Background: an optimization exercise with open tools, aiming at small area, a short achievable clock period and few clock cycles. Do not read the settings as production practice.
Only simulation tests tie the RTL to the original design; equivalence was not proved.
Power is estimated from default activity; no workload was simulated.

$ cat design/flow/design.v
`timescale 1ns/100ps
module addsub_no_u(
    input       [31:0]                  A,
    input       [31:0]                  B,
    input                               CLK,
    input                               ADD,
    input                               CE,
    output  reg [31:0]                  S
);
always @ (posedge CLK) begin
    if(CE)
        S <= ADD ? (A + B) : (A - B);
end
endmodule
module cmp_signed(
    input       [31:0]                  A,
    input       [31:0]                  B,
    input                               CLK,
    input                               CE,
    output  reg [31:0]                  S
);
always @ (posedge CLK) begin
    if(CE)
        S <= A - B;
end
endmodule
module cmp_u(
    input       [32:0]                  A,
    input       [32:0]                  B,
    input                               CLK,
    input                               CE,
    output  reg [32:0]                  S
);
always @ (posedge CLK) begin
    if(CE)
        S <= A - B;
end
endmodule
`timescale 1ns/100ps
module ADD_SUB(
    input                               clk,
    input                               rst,
    input       [31:0]                  op1,
    input       [31:0]                  op2,
    input                               start,
    input       [1:0]                   use_part,
    input       [1:0]                   op_mode1,
    input       [2:0]                   op_mode2,
    output      reg                             done,
    output      reg     [31:0]                  res
);
reg                                     u0_en;
reg                                     u1_en;
reg                                     u0_add;
reg                                     u1_add;
reg      [1:0]                          u0_run_cnter;
reg      [1:0]                          u1_run_cnter;
wire     [31:0]                         u0_res;
wire     [31:0]                         u1_res;
addsub_no_u addsub_no_u_0(
    .A                      (op1),
    .B                      (op2),
    .CLK                    (clk),
    .ADD                    (u0_add),
    .CE                     (u0_en),
    .S                      (u0_res)
);
addsub_no_u addsub_no_u_1(
    .A                      (op1),
    .B                      (op2),
    .CLK                    (clk),
    .ADD                    (u1_add),
    .CE                     (u1_en),
    .S                      (u1_res)
);
always @ (posedge clk) begin
    if(!rst) begin
        case (use_part)
        'b10: begin
            if(start) begin
                u1_en <= 'd1;
                u0_en <= u0_add;
                u0_add <= u0_add;
                if(op_mode2[2] == 'b1) begin
                    u1_add <= 'd0;
                end
                else begin
                    u1_add <= 'd1;
                end
            end
            else if(u1_run_cnter == 'd0) begin
                u1_en <= 'd0;
                u1_add <= u1_add;
                u1_add <= u1_add;
                u0_add <= u0_add;
            end
            else begin
                u1_en <= u1_en;
                u0_en <= u0_en;
                u0_add <= u0_add;
                u1_add <= u1_add;
            end
        end
        'b01: begin
            if(start) begin
                u0_en <= 'b1;
                u1_en <= u1_en;
                u1_add <= u1_add;
                if(op_mode2[2] == 'b1) begin
                    u0_add <= 'd0;
                end
                else begin
                    u0_add <= 'd1;
                end
            end
            else if(u0_run_cnter == 'd0) begin
                u0_en <= 'd0;
                u0_add <= u0_add;
                u1_add <= u1_add;
                u1_en <= u1_en;
            end
            else begin
                u0_en <= u0_en;
                u0_add <= u0_add;
                u1_add <= u1_add;
                u1_en <= u1_en;
            end
        end
        default: begin
            u1_en <= 'b0;
            u1_add <= 'b1;
            u0_en <= 'd0;
            u0_add <= 'b1;
        end
        endcase
    end   
    else begin
        u1_en <= 'd0;
        u1_add <= 'd1;
        u0_en <= 'd0;
        u0_add <= 'd1;
    end
end
always @ (posedge clk) begin
    if(!rst) begin
        if(u1_en) begin
            if(u1_run_cnter == 'd0)
                u1_run_cnter <= 'd1;
            else
                u1_run_cnter <= u1_run_cnter - 'd1;
        end
        else begin
            u1_run_cnter <= 'd1;
        end
    end
    else begin
        u1_run_cnter <= 'd1;
    end
end
always @ (posedge clk) begin
    if(!rst) begin
        if(u0_en) begin
            if(u0_run_cnter == 'd0)
                u0_run_cnter <= 'd1;
            else
                u0_run_cnter <= u0_run_cnter - 'd1;
        end
        else begin
            u0_run_cnter <= 'd1;
        end
    end
    else begin
        u0_run_cnter <= 'd1;
    end
end
always @ (posedge clk) begin
    if(!rst) begin
        if(u0_run_cnter == 'd0 || u1_run_cnter == 'd0) begin
            done <= 'd1;
        end
        else begin
            done <= 'd0;
        end
    end
    else begin
        done <= 'd0;
    end
end
always @ (posedge clk) begin
    if(!rst) begin
        if(u0_run_cnter == 'd0 || u1_run_cnter == 'd0) begin
            if(u0_run_cnter == 'd0)
                res <= u0_res;
            else 
                res <= u1_res;
        end
        else begin
            res <= res;
        end
    end
    else begin
        res <= 'd0;
    end
end
endmodule
`timescale 1ns/100ps
module SHIFT(
    input                               clk,
    input                               rst,
    input       [31:0]                  op1,
    input       [31:0]                  op2,
	input		[31:0]					imm_data,
    input                               start,
    input       [1:0]                   use_part,
    input       [1:0]                   op_mode1,
    input       [2:0]                   op_mode2,
    output      reg                             done,
    output      reg     [31:0]                  res
);
always @ (posedge clk) begin
	if(!rst) begin
		if(start) begin
			done <= 'd1;
			if(op_mode1 == 'd0 && op_mode2 == 'd0) begin
				res <= op1 << op2[4:0];
			end
			else if (op_mode1 == 'd0 && op_mode2 == 'b010) begin
				res <= op1 >> op2[4:0];
			end
			else if (op_mode1 == 'b10 && op_mode2 == 'b000) begin
				res <= op1 << imm_data[4:0];
			end
			else if (op_mode1 == 'b10 && op_mode2 == 'b010) begin
				res <= op1 >> imm_data[4:0];
			end
			else if ( op_mode1 == 'b00 && op_mode2 == 'b100 ) begin
				case (op2[4:0])
				'd0: begin
					res <= op1;
				end
				'd1: begin
					res <= {op1[31], op1[31:1]};
				end
				'd2: begin
					res <= {{2{op1[31]}}, op1[31:2]};
				end
				'd3: begin
					res <= {{3{op1[31]}}, op1[31:3]};
				end
				'd4: begin
					res <= {{4{op1[31]}}, op1[31:4]};
				end
				'd5: begin
					res <= {{5{op1[31]}}, op1[31:5]};
				end
				'd6: begin
					res <= {{6{op1[31]}}, op1[31:6]};
				end
				'd7: begin
					res <= {{7{op1[31]}}, op1[31:7]};
				end
				'd8: begin
					res <= {{8{op1[31]}}, op1[31:8]};
				end
				'd9: begin
					res <= {{9{op1[31]}}, op1[31:9]};
				end
				'd10: begin
					res <= {{10{op1[31]}}, op1[31:10]};
				end
				'd11: begin
					res <= {{11{op1[31]}}, op1[31:11]};
				end
				'd12: begin
					res <= {{12{op1[31]}}, op1[31:12]};
				end
				'd13: begin
					res <= {{13{op1[31]}}, op1[31:13]};
				end
				'd14: begin
					res <= {{14{op1[31]}}, op1[31:14]};
				end
				'd15: begin
					res <= {{15{op1[31]}}, op1[31:15]};
				end
				'd16: begin
					res <= {{16{op1[31]}}, op1[31:16]};
				end
				'd17: begin
					res <= {{17{op1[31]}}, op1[31:17]};
				end
				'd18: begin
					res <= {{18{op1[31]}}, op1[31:18]};
				end
				'd19: begin
					res <= {{19{op1[31]}}, op1[31:19]};
				end
				'd20: begin
					res <= {{20{op1[31]}}, op1[31:20]};
				end
				'd21: begin
					res <= {{21{op1[31]}}, op1[31:21]};
				end
				'd22: begin
					res <= {{22{op1[31]}}, op1[31:22]};
				end
				'd23: begin
					res <= {{23{op1[31]}}, op1[31:23]};
				end
				'd24: begin
					res <= {{24{op1[31]}}, op1[31:24]};
				end
				'd25: begin
					res <= {{25{op1[31]}}, op1[31:25]};
				end
				'd26: begin
					res <= {{26{op1[31]}}, op1[31:26]};
				end
				'd27: begin
					res <= {{27{op1[31]}}, op1[31:27]};
				end
				'd28: begin
					res <= {{28{op1[31]}}, op1[31:28]};
				end
				'd29: begin
					res <= {{29{op1[31]}}, op1[31:29]};
				end
				'd30: begin
					res <= {{30{op1[31]}}, op1[31:30]};
				end
				'd31: begin
					res <= {{31{op1[31]}}, op1[31:31]};
				end
				default: begin
					res <= res;
				end
				endcase
			end
			else if ( op_mode1 == 'b10 && op_mode2 == 'b100 ) begin
				case (imm_data[4:0])
				'd0: begin
					res <= op1;
				end
				'd1: begin
					res <= {op1[31], op1[31:1]};
				end
				'd2: begin
					res <= {{2{op1[31]}}, op1[31:2]};
				end
				'd3: begin
					res <= {{3{op1[31]}}, op1[31:3]};
				end
				'd4: begin
					res <= {{4{op1[31]}}, op1[31:4]};
				end
				'd5: begin
					res <= {{5{op1[31]}}, op1[31:5]};
				end
				'd6: begin
					res <= {{6{op1[31]}}, op1[31:6]};
				end
				'd7: begin
					res <= {{7{op1[31]}}, op1[31:7]};
				end
				'd8: begin
					res <= {{8{op1[31]}}, op1[31:8]};
				end
				'd9: begin
					res <= {{9{op1[31]}}, op1[31:9]};
				end
				'd10: begin
					res <= {{10{op1[31]}}, op1[31:10]};
				end
				'd11: begin
					res <= {{11{op1[31]}}, op1[31:11]};
				end
				'd12: begin
					res <= {{12{op1[31]}}, op1[31:12]};
				end
				'd13: begin
					res <= {{13{op1[31]}}, op1[31:13]};
				end
				'd14: begin
					res <= {{14{op1[31]}}, op1[31:14]};
				end
				'd15: begin
					res <= {{15{op1[31]}}, op1[31:15]};
				end
				'd16: begin
					res <= {{16{op1[31]}}, op1[31:16]};
				end
				'd17: begin
					res <= {{17{op1[31]}}, op1[31:17]};
				end
				'd18: begin
					res <= {{18{op1[31]}}, op1[31:18]};
				end
				'd19: begin
					res <= {{19{op1[31]}}, op1[31:19]};
				end
				'd20: begin
					res <= {{20{op1[31]}}, op1[31:20]};
				end
				'd21: begin
					res <= {{21{op1[31]}}, op1[31:21]};
				end
				'd22: begin
					res <= {{22{op1[31]}}, op1[31:22]};
				end
				'd23: begin
					res <= {{23{op1[31]}}, op1[31:23]};
				end
				'd24: begin
					res <= {{24{op1[31]}}, op1[31:24]};
				end
				'd25: begin
					res <= {{25{op1[31]}}, op1[31:25]};
				end
				'd26: begin
					res <= {{26{op1[31]}}, op1[31:26]};
				end
				'd27: begin
					res <= {{27{op1[31]}}, op1[31:27]};
				end
				'd28: begin
					res <= {{28{op1[31]}}, op1[31:28]};
				end
				'd29: begin
					res <= {{29{op1[31]}}, op1[31:29]};
				end
				'd30: begin
					res <= {{30{op1[31]}}, op1[31:30]};
				end
				'd31: begin
					res <= {{31{op1[31]}}, op1[31:31]};
				end
				default: begin
					res <= res;
				end
				endcase
			end
			else begin
				res <= res;
			end
		end
		else begin
			done <= 'd0;
			res <= res;
		end
	end
	else begin
		done <= 'd0;
		res <= 'd0;
	end
end
endmodule
`timescale 1ns/100ps
module LOGIC(
    input                               clk,
    input                               rst,
    input       [31:0]                  op1,
    input       [31:0]                  op2,
    input                               start,
    input       [1:0]                   use_part,
    input       [1:0]                   op_mode1,
    input       [2:0]                   op_mode2,
    output      reg                             done,
    output      reg     [31:0]                  res
);
always @ (posedge clk) begin
    if(!rst) begin
        if(start) begin
            case (op_mode2)
            'b000: begin
                res <= (~op1 & op2) | (op1 & ~op2);
                done <= 'd1;
            end
            'b100: begin
                res <= op1 | op2;
                done <= 'd1;
            end
            'b010: begin
                res <= op1 & op2;
                done <= 'd1;
            end
            default: begin
                done <= done;
                res <= res;
            end
            endcase
        end
        else begin
            res <= res;
            done <= 'd0;
        end
    end
    else begin
        done <= 'd0;
        res <= 'd0;
    end
end
endmodule
`timescale 1ns/100ps
module CMP_U_PART(
    input                       clk,
    input                       rst,
    input       [31:0]                  op1,
    input       [31:0]                  op2,
    input                               start,
    output      reg                             done,
    output      reg     [31:0]                  res
);
reg         [2:0]                         delay;
reg                                       u0_en;
wire         [32:0]                        cmp_res;
cmp_u cmp_u_0(
    .A                      ({1'b0, op1}),
    .B                      ({1'b0, op2}),
    .CLK                    (clk),
    .CE                     (u0_en),
    .S                      (cmp_res)
);
always @ (posedge clk) begin
    if(!rst) begin
        if(start) begin
            u0_en <= 'd1;
        end
        else if (delay == 'd0) begin
            u0_en <= 'd0;
        end
        else begin
            u0_en <= u0_en;
        end
    end
    else begin
        u0_en <= 'd0;
    end
end
always @ (posedge clk) begin
    if(!rst) begin
        if(u0_en) begin
            if(delay == 'd0)
                delay <= 'd1;
            else
                delay <= delay - 'd1;
        end
        else begin
            delay <= 'd1;
        end
    end
    else begin
        delay <= 'd1;
    end
end
always @ (posedge clk) begin
    if(!rst) begin
        if(delay == 'd0) begin
            done <= 'd1;
        end
        else begin
            done <= 'd0;
        end
    end
    else begin
        done <= 'd0;
    end
end
always @ (posedge clk) begin
    if(!rst) begin
        if(delay == 'd0) begin
            if(cmp_res[32])
                res <= 'd1;
            else 
                res <= 'd0;
        end
        else begin
            res <= res;
        end
    end
    else begin
        res <= 'd0;
    end
end
endmodule
`timescale 1ns/100ps
module CMP_CMPU(
    input                               clk,
    input                               rst,
    input       [31:0]                  op1,
    input       [31:0]                  op2,
    input                               start,
    input       [1:0]                   use_part,
    input       [1:0]                   op_mode1,
    input       [2:0]                   op_mode2,
    output      reg                             done,
    output      reg     [31:0]                  res
);
reg                                     u0_en;
reg                                     u1_en;
reg                                     u_u0_en;
reg      [1:0]                          u0_run_cnter;
reg      [1:0]                          u1_run_cnter;
wire     [31:0]                         u0_res;
wire     [31:0]                         u1_res;
wire     [31:0]                         u_u0_res;
wire                                    u0_lt;
wire                                    u1_lt;
assign u0_lt = (op1[31] ^ op2[31]) ? op1[31] : u0_res[31];
assign u1_lt = (op1[31] ^ op2[31]) ? op1[31] : u1_res[31];
wire                                    cmp_u_done;
wire     [31:0]                         cmp_u_res;
cmp_signed cmp_s_0(
    .A                      (op1),
    .B                      (op2),
    .CLK                    (clk),
    .CE                     (u0_en),
    .S                      (u0_res)
);
cmp_signed cmp_s_1(
    .A                      (op1),
    .B                      (op2),
    .CLK                    (clk),
    .CE                     (u1_en),
    .S                      (u1_res)
);
CMP_U_PART cmp_u_part(
    .clk                    (clk),
    .rst                    (rst),
    .op1                    (op1),
    .op2                    (op2),
    .start                  (start & op_mode1[0]),
    .done                   (cmp_u_done),
    .res                    (cmp_u_res)
);
always @ (posedge clk) begin
    if(!rst) begin
        case (use_part)
        'b10: begin
            if(start) begin
                if(op_mode1[0] == 'd0) begin
                    u1_en <= 'd1;
                    u0_en <= u0_en;
                    u_u0_en <= u_u0_en;
                end
                else begin
                    u1_en <= 'd0;
                    u0_en <= u0_en;
                    u_u0_en <= u_u0_en;
                end
            end
            else if (u1_run_cnter == 'd0) begin
                u1_en <= 'd0;
                u0_en <= u0_en;
                u_u0_en <= u_u0_en;
            end
            else begin
                u1_en <= u1_en;
                u0_en <= u0_en;
                u_u0_en <= u_u0_en;
            end
        end
        'b01: begin
            if(start) begin
                if(op_mode1[0] == 'd0) begin
                    u0_en <= 'd1;
                    u1_en <= u1_en;
                    u_u0_en <= u_u0_en;
                end
                else begin
                    u1_en <= u1_en;
                    u0_en <= u0_en;
                    u_u0_en <= 'd1;
                end
            end
            else if (u0_run_cnter == 'd0) begin
                u1_en <= u1_en;
                u0_en <= 'd0;
                u_u0_en <= u_u0_en;
            end
            else if (cmp_u_done == 'd0) begin
                u1_en <= u1_en;
                u0_en <= u0_en;
                u_u0_en <= 'd0;
            end
            else begin
                u1_en <= u1_en;
                u0_en <= u0_en;
                u_u0_en <= u_u0_en;
            end
        end
        default: begin
            u1_en <= u1_en;
            u0_en <= u0_en;
            u_u0_en <= u_u0_en;
        end
        endcase
    end
    else begin
        u1_en <= 'd0;
        u0_en <= 'd0;
        u_u0_en <= 'd0;
    end
end
always @ (posedge clk) begin
    if(!rst) begin
        if(u1_en) begin
            if(u1_run_cnter == 'd0)
                u1_run_cnter <= 'd1;
            else
                u1_run_cnter <= u1_run_cnter - 'd1;
        end
        else begin
            u1_run_cnter <= 'd1;
        end
    end
    else begin
        u1_run_cnter <= 'd1;
    end
end
always @ (posedge clk) begin
    if(!rst) begin
        if(u0_en) begin
            if(u0_run_cnter == 'd0)
                u0_run_cnter <= 'd1;
            else
                u0_run_cnter <= u0_run_cnter - 'd1;
        end
        else begin
            u0_run_cnter <= 'd1;
        end
    end
    else begin
        u0_run_cnter <= 'd1;
    end
end
always @ (posedge clk) begin
    if(!rst) begin
        if(u0_run_cnter == 'd0 || u1_run_cnter == 'd0 || cmp_u_done == 'd1) begin
            done <= 'd1;
        end
        else begin
            done <= 'd0;
        end
    end
    else begin
        done <= 'd0;
    end
end
always @ (posedge clk) begin
    if(!rst) begin
        if(u0_run_cnter == 'd0 || u1_run_cnter == 'd0 || cmp_u_done == 'd1) begin
            if(u0_run_cnter == 'd0) begin
                if(u0_lt)
                    res <= 'd1;
                else 
                    res <= 'd0;
            end
            else if(u1_run_cnter == 'd0) begin
                if(u1_lt)
                    res <= 'd1;
                else 
                    res <= 'd0;
            end
            else if (cmp_u_done == 'd1)
                res <= cmp_u_res;
            else 
                res <= res;
        end
        else begin
            res <= res;
        end
    end
    else begin
        res <= 'd0;
    end
end
endmodule
`timescale 1ns/100ps
module BRANCH (
    input                               clk,
    input                               rst,
    input       [31:0]                  op1,   
    input       [31:0]                  op2,   
    input       [31:0]                  imm_data,   
    input       [31:0]                  cur_pc,
    input                               start,
    input       [1:0]                   use_part,
    input       [1:0]                   op_mode1,
    input       [2:0]                   op_mode2,
    output      reg                             done,
    output      reg     [31:0]                  res,
    output      reg     [31:0]                  tar_addr,
    output      reg                             need_jmp
);
reg         [32:0]                      op1_u;
reg         [32:0]                      op2_u;
always @ (*) begin
    op1_u = {1'b0, op1};
    op2_u = {1'b0, op2};
end
always @ (posedge clk) begin
    if(!rst) begin
        if(start) begin
            done <= 'd1;
        end
        else begin
            done <= 'd0;
        end
    end
    else begin
        done <= 'd0;
    end
end
always @ (posedge clk) begin
    if(!rst) begin
        if(start) begin
            case (op_mode1)
            'b00: begin
                res <= cur_pc;
            end
            'b11: begin
                if(op_mode2 == 'd0) begin
                    res <= cur_pc;
                end
                else begin
                    res <= res;
                end
            end
            default: begin
                res <= res;
            end
            endcase
        end
        else begin
            res <= res;
        end
    end
    else begin
        res <= 'd0;
    end
end
always @ (posedge clk) begin
    if(!rst) begin
        if(start) begin
            case (op_mode1)
            'b00: begin
                need_jmp <= 'd1;
                if(op_mode2[2] == 'd0) begin
                    tar_addr <= imm_data + cur_pc;
                end
                else begin
                    tar_addr <= op1 + imm_data;
                end
            end
            'b01: begin
                case (op_mode2) 
                'b000: begin
                    if(op1 == op2) begin
                        need_jmp <= 'd1;
                        tar_addr <= imm_data + cur_pc;
                    end
                    else begin
                        need_jmp <= 'd0;
                        tar_addr <= 'd0;
                    end
                end
                'b001: begin
                    if(op1 != op2) begin
                        need_jmp <= 'd1;
                        tar_addr <= imm_data + cur_pc;
                    end
                    else begin
                        need_jmp <= 'd0;
                        tar_addr <= 'd0;
                    end
                end
                'b010: begin
                    if($signed(op1) < $signed(op2)) begin
                        need_jmp <= 'd1;
                        tar_addr <= imm_data + cur_pc;
                    end
                    else begin
                        need_jmp <= 'd0;
                        tar_addr <= 'd0;
                    end
                end
                'b011: begin
                    if($signed(op1) >= $signed(op2)) begin
                        need_jmp <= 'd1;
                        tar_addr <= imm_data + cur_pc;
                    end
                    else begin
                        need_jmp <= 'd0;
                        tar_addr <= 'd0;
                    end
                end
                'b100: begin
                    if(op1_u < op2_u) begin
                        need_jmp <= 'd1;
                        tar_addr <= imm_data + cur_pc;
                    end
                    else begin
                        need_jmp <= 'd0;
                        tar_addr <= 'd0;
                    end
                end
                'b110: begin
                    if(op1_u >= op2_u) begin
                        need_jmp <= 'd1;
                        tar_addr <= imm_data + cur_pc;
                    end
                    else begin
                        need_jmp <= 'd0;
                        tar_addr <= 'd0;
                    end
                end
                default: begin
                    need_jmp <= 'd0;
                    tar_addr <= 'd0;
                end
                endcase
            end
            'b11: begin
                if(op_mode2 == 3'b000) begin
                    tar_addr <= imm_data + cur_pc;
                    need_jmp <= 'd1;
                end
                else begin
                    tar_addr <= 'd0;
                    need_jmp <= 'd0;
                end
            end
            default: begin
                tar_addr <= 'd0;
                need_jmp <= 'd0;
            end
            endcase
        end
        else begin
            tar_addr <= 'd0;
            need_jmp <= 'd0;
        end
    end
    else begin
        tar_addr <= 'd0;
        need_jmp <= 'd0;
    end
end
endmodule
`timescale 1ns/100ps
module rv052b_alu(
    input                               clk,
    input                               rst,
    input                               start,
    input       [2:0]                   fu,
    input       [1:0]                   op_mode1,
    input       [2:0]                   op_mode2,
    input       [31:0]                  op1,
    input       [31:0]                  op2,
    input       [31:0]                  imm_data,
    input       [31:0]                  cur_pc,
    output                              done,
    output      [31:0]                  res,
    output      [31:0]                  tar_addr,
    output                              need_jmp
);
wire                add_done,   shift_done,   logic_done,   cmp_done,   br_done;
wire    [31:0]      add_res,    shift_res,    logic_res,    cmp_res,    br_res;
ADD_SUB add_sub(
    .clk        (clk),
    .rst        (rst),
    .op1        (op1),
    .op2        (op2),
    .start      (start && fu == 3'd0),
    .use_part   (2'b01),
    .op_mode1   (op_mode1),
    .op_mode2   (op_mode2),
    .done       (add_done),
    .res        (add_res)
);
SHIFT shift(
    .clk        (clk),
    .rst        (rst),
    .op1        (op1),
    .op2        (op2),
    .imm_data   (imm_data),
    .start      (start && fu == 3'd1),
    .use_part   (2'b01),
    .op_mode1   (op_mode1),
    .op_mode2   (op_mode2),
    .done       (shift_done),
    .res        (shift_res)
);
LOGIC logic_u(
    .clk        (clk),
    .rst        (rst),
    .op1        (op1),
    .op2        (op2),
    .start      (start && fu == 3'd2),
    .use_part   (2'b01),
    .op_mode1   (op_mode1),
    .op_mode2   (op_mode2),
    .done       (logic_done),
    .res        (logic_res)
);
CMP_CMPU cmp_cmpu(
    .clk        (clk),
    .rst        (rst),
    .op1        (op1),
    .op2        (op2),
    .start      (start && fu == 3'd3),
    .use_part   (2'b01),
    .op_mode1   (op_mode1),
    .op_mode2   (op_mode2),
    .done       (cmp_done),
    .res        (cmp_res)
);
BRANCH branch(
    .clk        (clk),
    .rst        (rst),
    .op1        (op1),
    .op2        (op2),
    .imm_data   (imm_data),
    .cur_pc     (cur_pc),
    .start      (start && fu == 3'd4),
    .use_part   (2'b01),
    .op_mode1   (op_mode1),
    .op_mode2   (op_mode2),
    .done       (br_done),
    .res        (br_res),
    .tar_addr   (tar_addr),
    .need_jmp   (need_jmp)
);
assign done = add_done | shift_done | logic_done | cmp_done | br_done;
assign res  = add_done   ? add_res   :
              shift_done ? shift_res :
              logic_done ? logic_res :
              cmp_done   ? cmp_res   :
                           br_res;
endmodule
$ cat design/flow/run.sh
#!/bin/bash
# synth_recipe.tcl (not shown) runs the flow's synth.tcl, then flattens the netlist and writes it again
# the make line also repeats each setting of config.mk as NAME=value (left out here)
make -C /OpenROAD-flow-scripts/flow DESIGN_CONFIG=/design/flow/config.mk WORK_HOME=/design/flow/orfs CLKGATE_MAP_FILE= SYNTH_SCRIPT=/design/flow/synth_recipe.tcl finish
$ cat design/flow/config.mk
export PLATFORM = sky130hd
export DESIGN_NAME = rv052b_alu
export DESIGN_NICKNAME = rv052b_alu
export VERILOG_FILES = /design/flow/design.v
export SDC_FILE = /design/flow/constraint.sdc
export NUM_CORES = 4
export LEC_CHECK = 0
export CAP_MARGIN = 20
export CORE_MARGIN = 2
export CORE_UTILIZATION = 25
export PLACE_DENSITY = 0.5
export SLEW_MARGIN = 20
$ cat design/flow/constraint.sdc
create_clock -name core_clock -period 5.0 [get_ports {clk}]
set_input_delay 1.0000 -clock core_clock [delete_from_list [all_inputs] [get_ports {clk}]]
set_output_delay 1.0000 -clock core_clock [all_outputs]
set_load 0.01 [all_outputs]
==> results of run 1 <==
-- per-stage QoR --
| stage | utilization [%] | hold slack, ns | instance area [um2] | worst slack (ns) | cells |
|---|---|---|---|---|---|
| after floorplan | - | 0.381 | 30100 | 0.103 | 4173 |
| after global placement | 29.2 | 0.392 | 35000 | -0.0158 | 5822 |
| after detailed placement | 29.2 | 0.400 | 35000 | -0.0338 | 5822 |
| after CTS | 29.9 | 0.414 | 35700 | 0.535 | 5863 |
| after global routing | 29.9 | 0.431 | 35800 | 0.198 | 5865 |
| final | 29.9 | 0.414 | 35800 | 0.458 | 5871 |
-- cell type report --
class / instances / area (um2) / area share, %
Clock inverter: 10 / 72.6 / 0.203
Clock buffer: 31 / 678 / 1.90
Multi-Input combinational cell: 3366 / 23300 / 65.2
Sequential cell: 214 / 4630 / 12.9
Tap cell: 1612 / 2020 / 5.64
Inverter: 115 / 432 / 1.21
Timing Repair Buffer: 516 / 4620 / 12.9
Antenna cell: 7 / 17.5 / 0.0490
-- worst max-delay path, stage by stage --
cell and delay (ns):
clkdlybuf4s50_1 0.56, inv_1 0.31, fa_1 0.26, o21bai_1 0.07
a21oi_1 0.20, nor3_1 0.09, o21ai_0 0.31, a21oi_1 0.17
buf_4 0.17, buf_4 0.13, or2_2 0.33, mux4_2 0.52
o22ai_4 0.39, o211ai_4 0.15, buf_12 0.18, o21ai_0 0.16
-- state kept, by name, indices dropped and copies added (netlist names), 2 cells and up --
| name | flops |
|---|---|
| add_sub.res | 32 |
| logic_u.res | 32 |
| add_sub.u0_run_cnter | 2 |
| add_sub.addsub_no_u_0.S | 32 |
| cmp_cmpu.cmp_u_part.delay | 3 |
| shift.res | 32 |
| branch.res | 32 |
| branch.tar_addr | 32 |
| cmp_cmpu.u0_run_cnter | 2 |
-- power by group through the flow --
stage | sequential [W] | clock (W) | combinational [W]
after detailed placement | 0.00185 | 0 | 0.00304
after global placement | 0.00185 | 0 | 0.00306
after global routing | 0.00181 | 0.00186 | 0.00332
after CTS | 0.00181 | 0.00182 | 0.00305
final | 0.00181 | 0.00179 | 0.00317
after floorplan | 0.00184 | 0 | 0.00181
-- per-layer routing --
metal  vias up  wire length, um  share of wire, %  track usage [%]
met1     17800            68200                38             34.8
met2      2689            77700                44             43.3
met4         6            12200               6.8             16.2
met3       626            19500                11             5.96
li1      15900                -                 -                -
met5         -               40             0.023                0
-- cells in the final DEF (no fill, tap or decap), types with 32 or more instances in the layout --
master / synthesis / routed
nor2_1: 538 / 535
a21oi_1: 381 / 380
nand2_1: 318 / 318
buf_4: 0 / 288
o21ai_0: 235 / 234
dfxtp_1: 180 / 177
clkdlybuf4s50_1: 0 / 168
ha_1: 164 / 163
a22oi_1: 161 / 161
mux2i_1: 137 / 137
a221oi_1: 124 / 124
inv_1: 110 / 109
nor3_1: 118 / 108
mux4_2: 99 / 99
a211oi_1: 87 / 87
nand3_1: 85 / 85
nand4_1: 68 / 68
a22o_1: 66 / 66
xnor2_1: 56 / 56
a21o_1: 54 / 53
o22ai_1: 52 / 52
nor3b_1: 34 / 34
edfxtp_1: 34 / 34
xor2_1: 32 / 32
-- path summary, 6_finish.rpt --
| path | start | to | slack [ns] |
|---|---|---|---|
| worst min register to register | cmp_cmpu.u0_run_cnter[0] | cmp_cmpu.u0_run_cnter[0] | 0.41 |
| worst max register to register | add_sub.u0_add | add_sub.addsub_no_u_0.S[28] | 2.55 |
| worst min-delay path | cmp_cmpu.u0_run_cnter[0] | cmp_cmpu.u0_run_cnter[0] | 0.41 |
| worst max-delay path | op1[1] | branch.tar_addr[12] | 0.46 |
-- cell families (layout without fill, tap and decap cells) --
| kind of cell | after synthesis | in the layout |
|---|---|---|
| fa+ha+maj | 168 | 168 |
| other cells | 0 | 7 |
| flops | 214 | 214 |
| xor+xnor | 88 | 88 |
| buf+inv | 593 | 672 |
| mux | 254 | 254 |
| simple gates | 1340 | 1340 |
| compound gates | 1516 | 1516 |
==> qor.yml, run 1 <==
status: "finished clean"
yosys.area_share.simple_pct: 20.3
cp-end-kind: "flip-flop"
switchingPower_w: 0.00288
synth_ff_type: "dfxtp_1"
grt_max_degree: 82
synthTopCellsByArea: "dfxtp_1 12%, mux4_2 7.4%, ha_1 6.8%"
intPower_w: 0.00389
ys_ff_latch: 214
yosysWarnings: 9
sw_frac_of_total_pct: 42.6
drv_slew: 0
hp-class: "reg -> reg"
place_hpwl_um: 125000
final_hold_viol_count: 0
syn_nets: 4480
row_count: 127
finalPower_w: 0.00677
synth_commonest_cells: "538 x nor2_1, 391 x clkbuf_1, 381 x a21oi_1"
h-tree-depth: 1
required_ns: 5.48
wl_um: 178000
ir_worst_vdd_mv: 0.216
die_y_um: 351
postCtsHoldBufs: 0
tightest_slew_ns: 1.23
ant_nets: 0
hold_depth: 1
rr_worst_depth: 5
clock.fmax_mhz: 220
min_period_ns: 4.54
cts_resized: 0
final_nets: 4543
path_clk_slew_ns: 0.07
pwr-share-comb_pct: 46.8
worst-path-max-fanout: 16
synth.top_cell.area_share_pct: 12.0
cts_buffers: 23
synthesis.area_um2: 30100
die_area_um2: 123000
clk_latency_ns: 0.55
grt_pass1_vias: 35200
startpoint_type: "primary input"
portBuffers: 204
setup_viol: 0
post_synth_num_cell_types: 92
drt_iter0_drc: 5561
cp.arrival_ns: 5.02
yosysMostFrequentCell: "nor2_1"
slew_headroom_pct: 17.0
vias: 37100
synth-async-reset-ratio_pct: 0
synth_area_per_cell_um2: 7.22
gr-total-overflow: 0
max-cap-violations: 0
clockRootBuffer: "clkbuf_16"
yosys.area.top_type: "dfxtp_1"
start_util_pct: 25.2
grt_pass1_wl_um: 254000
post-cts-setup-buffers: 0
synthAdderAreaFrac_pct: 7.08
synth_edf_count: 34
synthCells: 4173
power_frac_seq_pct: 26.7
grt.total_usage_pct: 27.6
drt_pass1_iterations: 12
final_layout_size_suffix_gt1_share_pct: 13.5
drc_errors: 0
worstSetupPathType: "in -> reg"
cts_buffer_depth: 3
core_area_um2: 120000
synth-xor-area-share_pct: 2.56
die_width_um: 351
pwr-share-clk_pct: 26.5
viasPerCell: 6.32
place_congestion: 1.01
synth_compound_area_share_pct: 34.5
skew_ns: 0.0197
antenna_found_initial: 12
synth_top_family_by_area: "compound AO/OA/AOI/OAI gates"
grt_setup_unrepaired: "no"
synth.area.mux_share_pct: 12.6
syn2layout_area_growth_pct: 18.8
power.leakage_nw: 13.0
yosysSeqAreaShare_pct: 15.4
powerDensity_nw_per_um2: 189
cts.sinks: 214
cts_tree: "yes"
period_share_pct: 90.8
routedWlPerCell_um: 30.3
pin_count: 205
n_fill_cell: 13000
final.setup.tns_ns: 0
Testbench counts, summed over its fixed seeds: cycles 31,577.
==> inputs of run 2 (changes only) <==
==> design/flow/design.v (replaced) <==
`timescale 1ns/100ps
module rv052b_alu(
    input                               clk,
    input                               rst,
    input                               start,
    input       [2:0]                   fu,
    input       [1:0]                   op_mode1,
    input       [2:0]                   op_mode2,
    input       [31:0]                  op1,
    input       [31:0]                  op2,
    input       [31:0]                  imm_data,
    input       [31:0]                  cur_pc,
    output  reg                         done,
    output  reg [31:0]                  res,
    output  reg [31:0]                  tar_addr,
    output  reg                         need_jmp
);
wire    [31:0]  sum = op_mode2[2] ? (op1 - op2) : (op1 + op2);
wire            lt_u = op1 < op2;
wire            lt_s = (op1[31] ^ op2[31]) ? op1[31] : lt_u;
wire            eq   = op1 == op2;
wire    [4:0]   shamt = op_mode1[1] ? imm_data[4:0] : op2[4:0];
wire            left  = ~op_mode2[1] & ~op_mode2[2];
wire            arith = op_mode2[2];
reg     [31:0]  op1_rev;
reg     [31:0]  sh_rev;
integer k;
always @(*) for (k = 0; k < 32; k = k + 1) op1_rev[k] = op1[31-k];
wire    [31:0]  sh_in  = left ? op1_rev : op1;
wire signed [32:0] sh_ext = {arith & op1[31], sh_in};
wire    [32:0]  sh_all = sh_ext >>> shamt;
wire    [31:0]  sh_out = sh_all[31:0];
always @(*) for (k = 0; k < 32; k = k + 1) sh_rev[k] = sh_out[31-k];
wire    [31:0]  shift_res = left ? sh_rev : sh_out;
wire    [31:0]  logic_res = op_mode2[2] ? (op1 | op2) :
                            op_mode2[1] ? (op1 & op2) : (op1 ^ op2);
reg             taken;
always @(*) begin
    case (op_mode2)
    3'b000:  taken = eq;
    3'b001:  taken = ~eq;
    3'b010:  taken = lt_s;
    3'b011:  taken = ~lt_s;
    3'b100:  taken = lt_u;
    default: taken = ~lt_u;
    endcase
end
wire            cond   = op_mode1 == 2'b01;
wire            jmp    = ~cond | taken;
wire    [31:0]  base   = (op_mode1 == 2'b00 && op_mode2[2]) ? op1 : cur_pc;
wire    [31:0]  target = base + imm_data;
reg     [31:0]  res_d;
always @(*) begin
    case (fu)
    3'd0:    res_d = sum;
    3'd1:    res_d = shift_res;
    3'd2:    res_d = logic_res;
    3'd3:    res_d = {31'd0, op_mode1[0] ? lt_u : lt_s};
    default: res_d = cur_pc;
    endcase
end
always @(posedge clk) begin
    done     <= start & ~rst;
    res      <= res_d;
    tar_addr <= jmp ? target : 32'd0;
    need_jmp <= jmp;
end
endmodule
==> run 2 against run 1 <==
Against the previous run:
- still clean on timing, DRC and antenna
- sequential power shrank 63%
- critical path depth shrank 1
- worst setup slack worse by 0.044 ns
- routed wire length fell by 64%
- clock-buffer cell count down 21
- die area down 61%
- clock power is 67% lower
- final cell count is 58% lower
- non-clock buffer count is 109 lower
- via count shrank 63%
- sequential cell count decreased by 148
- critical path type unchanged
- largest power group unchanged
==> qor.yml, run 2 <==
yosysSeqAreaShare_pct: 11.5
viasPerCell: 5.47
die_area_um2: 47500
cts_buffers: 9
yosysMostFrequentCell: "nand2_1"
period_share_pct: 91.7
grt_busiest_layer: "met2"
hold_slack_ns: 1.22
pwr-share-comb_pct: 62.2
setup_viol: 0
synthesis.area_um2: 11400
place_hpwl_um: 52400
power_frac_seq_pct: 19.9
layout_common_cells: "201 x clkdlybuf4s50_1, 198 x buf_4, 145 x nand2_1"
min_period_ns: 4.59
numPlacedInstances: 2466
postCtsHoldBufs: 0
drv_slew: 0
synth-async-reset-ratio_pct: 0
final_common_cell: "clkdlybuf4s50_1"
pwr-share-clk_pct: 17.8
final.setup.tns_ns: 0
portBuffers: 204
synth.top_cell.area_share_pct: 13.9
worstSetupPathType: "in -> reg"
regArea_um2: 1320
design_area_um2: 15700
pin_count: 205
clockRootBuffer: "clkbuf_16"
powerDensity_nw_per_um2: 212
intPower_w: 0.00188
routedWlPerCell_um: 25.6
switchingPower_w: 0.00144
ys_ff_latch: 66
max-cap-violations: 0
grt_max_degree: 56
drt_pass1_iterations: 7
required_ns: 5.21
drc_errors: 0
grt.total_usage_pct: 26.2
dpl-instance-area_um2: 15400
start_util_pct: 25.3
wl_um: 63500
hp-class: "in -> reg"
ir_worst_vdd_mv: 0.157
cts_tree: "yes"
post-cts-setup-buffers: 0
h-tree-depth: 3
worstHoldStart: "rst"
row_count: 78
vias: 13600
grt_setup_unrepaired: "no"
tightest_slew_ns: 0.912
grt_pass1_wl_um: 90700
die_y_um: 218
cp-end-kind: "flip-flop"
worst-path-max-fanout: 8
syn2layout_area_growth_pct: 36.8
synthTopCellsByArea: "ha_1 14%, dfxtp_1 12%, a21oi_1 6.1%"
met3_usage_pct: 3.28
n_fill_cell: 4882
synth_area_per_cell_um2: 7.35
synth_commonest_cells: "145 x nand2_1, 139 x a21oi_1, 137 x nor2_1"
multiInputGateArea_um2: 9290
drt_iter0_drc: 1480
yosys.area.top_type: "ha_1"
die_width_um: 218
final_hold_viol_count: 0
grt_pass1_vias: 13300
ant_nets: 0
place_congestion: 0.980
final_layout_size_suffix_gt1_share_pct: 16.8
status: "finished clean"
path_clk_slew_ns: 0.07
antenna_found_initial: 2
grtUsageMet1_pct: 33.7
cts_resized: 0
syn_nets: 1826
core_area_um2: 45300
clock.fmax_mhz: 218
cts_buffer_depth: 2
synth_edf_count: 0
startpoint_type: "primary input"
slew_headroom_pct: 39.2
finalNonFillerCells: 2482
finish.utilization_pct: 34.6
final_nets: 2146
cp.arrival_ns: 4.79
gr-total-overflow: 0
startpoint: "op1[14]"
post_synth_num_cell_types: 85
reg_top3: "res x32, tar_addr x32"
sw_frac_of_total_pct: 43.4
yosysWarnings: 1
hold_depth: 2
grt_util_met2_pct: 41.8
synth_ff_type: "dfxtp_1"
power.leakage_nw: 6.78
synthCells: 1557
cts.sinks: 66
run 2: logic make-up (layout without fill, tap and decap cells):
kind of cell             Yosys count  count (layout)  share of synthesized area, %
AO/OA/AOI/OAI                    539             539                          31.1
XOR/XNOR                          57              57                          4.36
adder cells (fa/ha/maj)          130             130                          14.4
buffers and inverters            210             534                          7.48
flip-flops                        66              66                          11.5
multiplexers                     112             112                          13.4
other                              0               1                             0
AND/OR/NAND/NOR                  443             443                          17.7
run 2: per-layer routing:
layer / wire length [um] / share of wire, %
met3: 4450 / 7.0
met4: 4250 / 6.7
met1: 26600 / 42
met5: 0 / 0
met2: 28200 / 44
run 2: critical path, stage by stage:
cell and delay, ns:
clkdlybuf4s50_1 0.55, inv_1 0.11, ha_1 0.31, buf_4 0.16
inv_1 0.09, a211oi_1 0.43, o2111ai_1 0.19, or3_1 0.37
a21boi_0 0.52, buf_4 0.22, nor3_1 0.04, o21ai_0 0.29
xnor2_1 0.16, a21oi_1 0.26, a21oi_1 0.07
run 2: metrics by stage:
stage | setup WS (ns) | total power (W)
floorplan | 0.387 | 0.00171
global placement | 0.100 | 0.00272
detailed placement | 0.120 | 0.00271
CTS | 0.444 | 0.00332
global route | 0.217 | 0.00351
finish | 0.414 | 0.00332
run 2: area by class of cell:
cell class | instances | area share [%]
clock inverters | 5 | 0.208
repair buffers | 407 | 23.1
inverters | 112 | 2.68
diodes | 1 | 0.0160
clock buffers | 10 | 1.46
well taps | 600 | 4.79
flip-flops and latches | 66 | 8.44
multi-input cells | 1281 | 59.3
run 2: power by group through the flow:
stage               registers [W]  clock network, W  logic, W
finish                   0.000663          0.000592   0.00207
CTS                      0.000665          0.000604   0.00205
global route             0.000672          0.000628   0.00221
floorplan                0.000717                 0  0.000994
detailed placement       0.000677                 0   0.00204
global placement         0.000676                 0   0.00204
run 2: final timing paths:
path,to,slack [ns]
max,res[25],0.41
min,done,1.22
Testbench counts of run 2, summed over its fixed seeds: cycles 16,000.

-- re-timing with driven ports --
How much do the figures lean on ideal ports? The routed layouts below were timed once more, with nothing changed but the port constraints. Step 1, drivers: a clkbuf_16 drives clk and a buf_2 each remaining input, both assumed. Step 2, shift: input delay + t, output delay - t, t = (earliest + latest rising clock arrival at the registers) / 2. This alone moves slack from input paths to output paths. Three values: no drivers, after step 1, after step 2; two values: the first two.
run | t, ns | slack for setup (ns) | hold slack, ns | worst setup path at the end | worst slew at a driven data input, ns
run 1 | 0.615 | 0.458 / 0.497 / -0.118 | 0.414 / 0.414 / 0.414 | input to register | 0.18
run 2 | 0.378 | 0.414 / 0.434 / 0.056 | 1.216 / 1.201 / 1.579 | input to register | 0.07
Met with ideal ports but missed after step 2: setup timing in run 1. The setup slack of run 1, which loses most, moves by +0.039 ns with the drivers and by -0.576 ns with both steps.
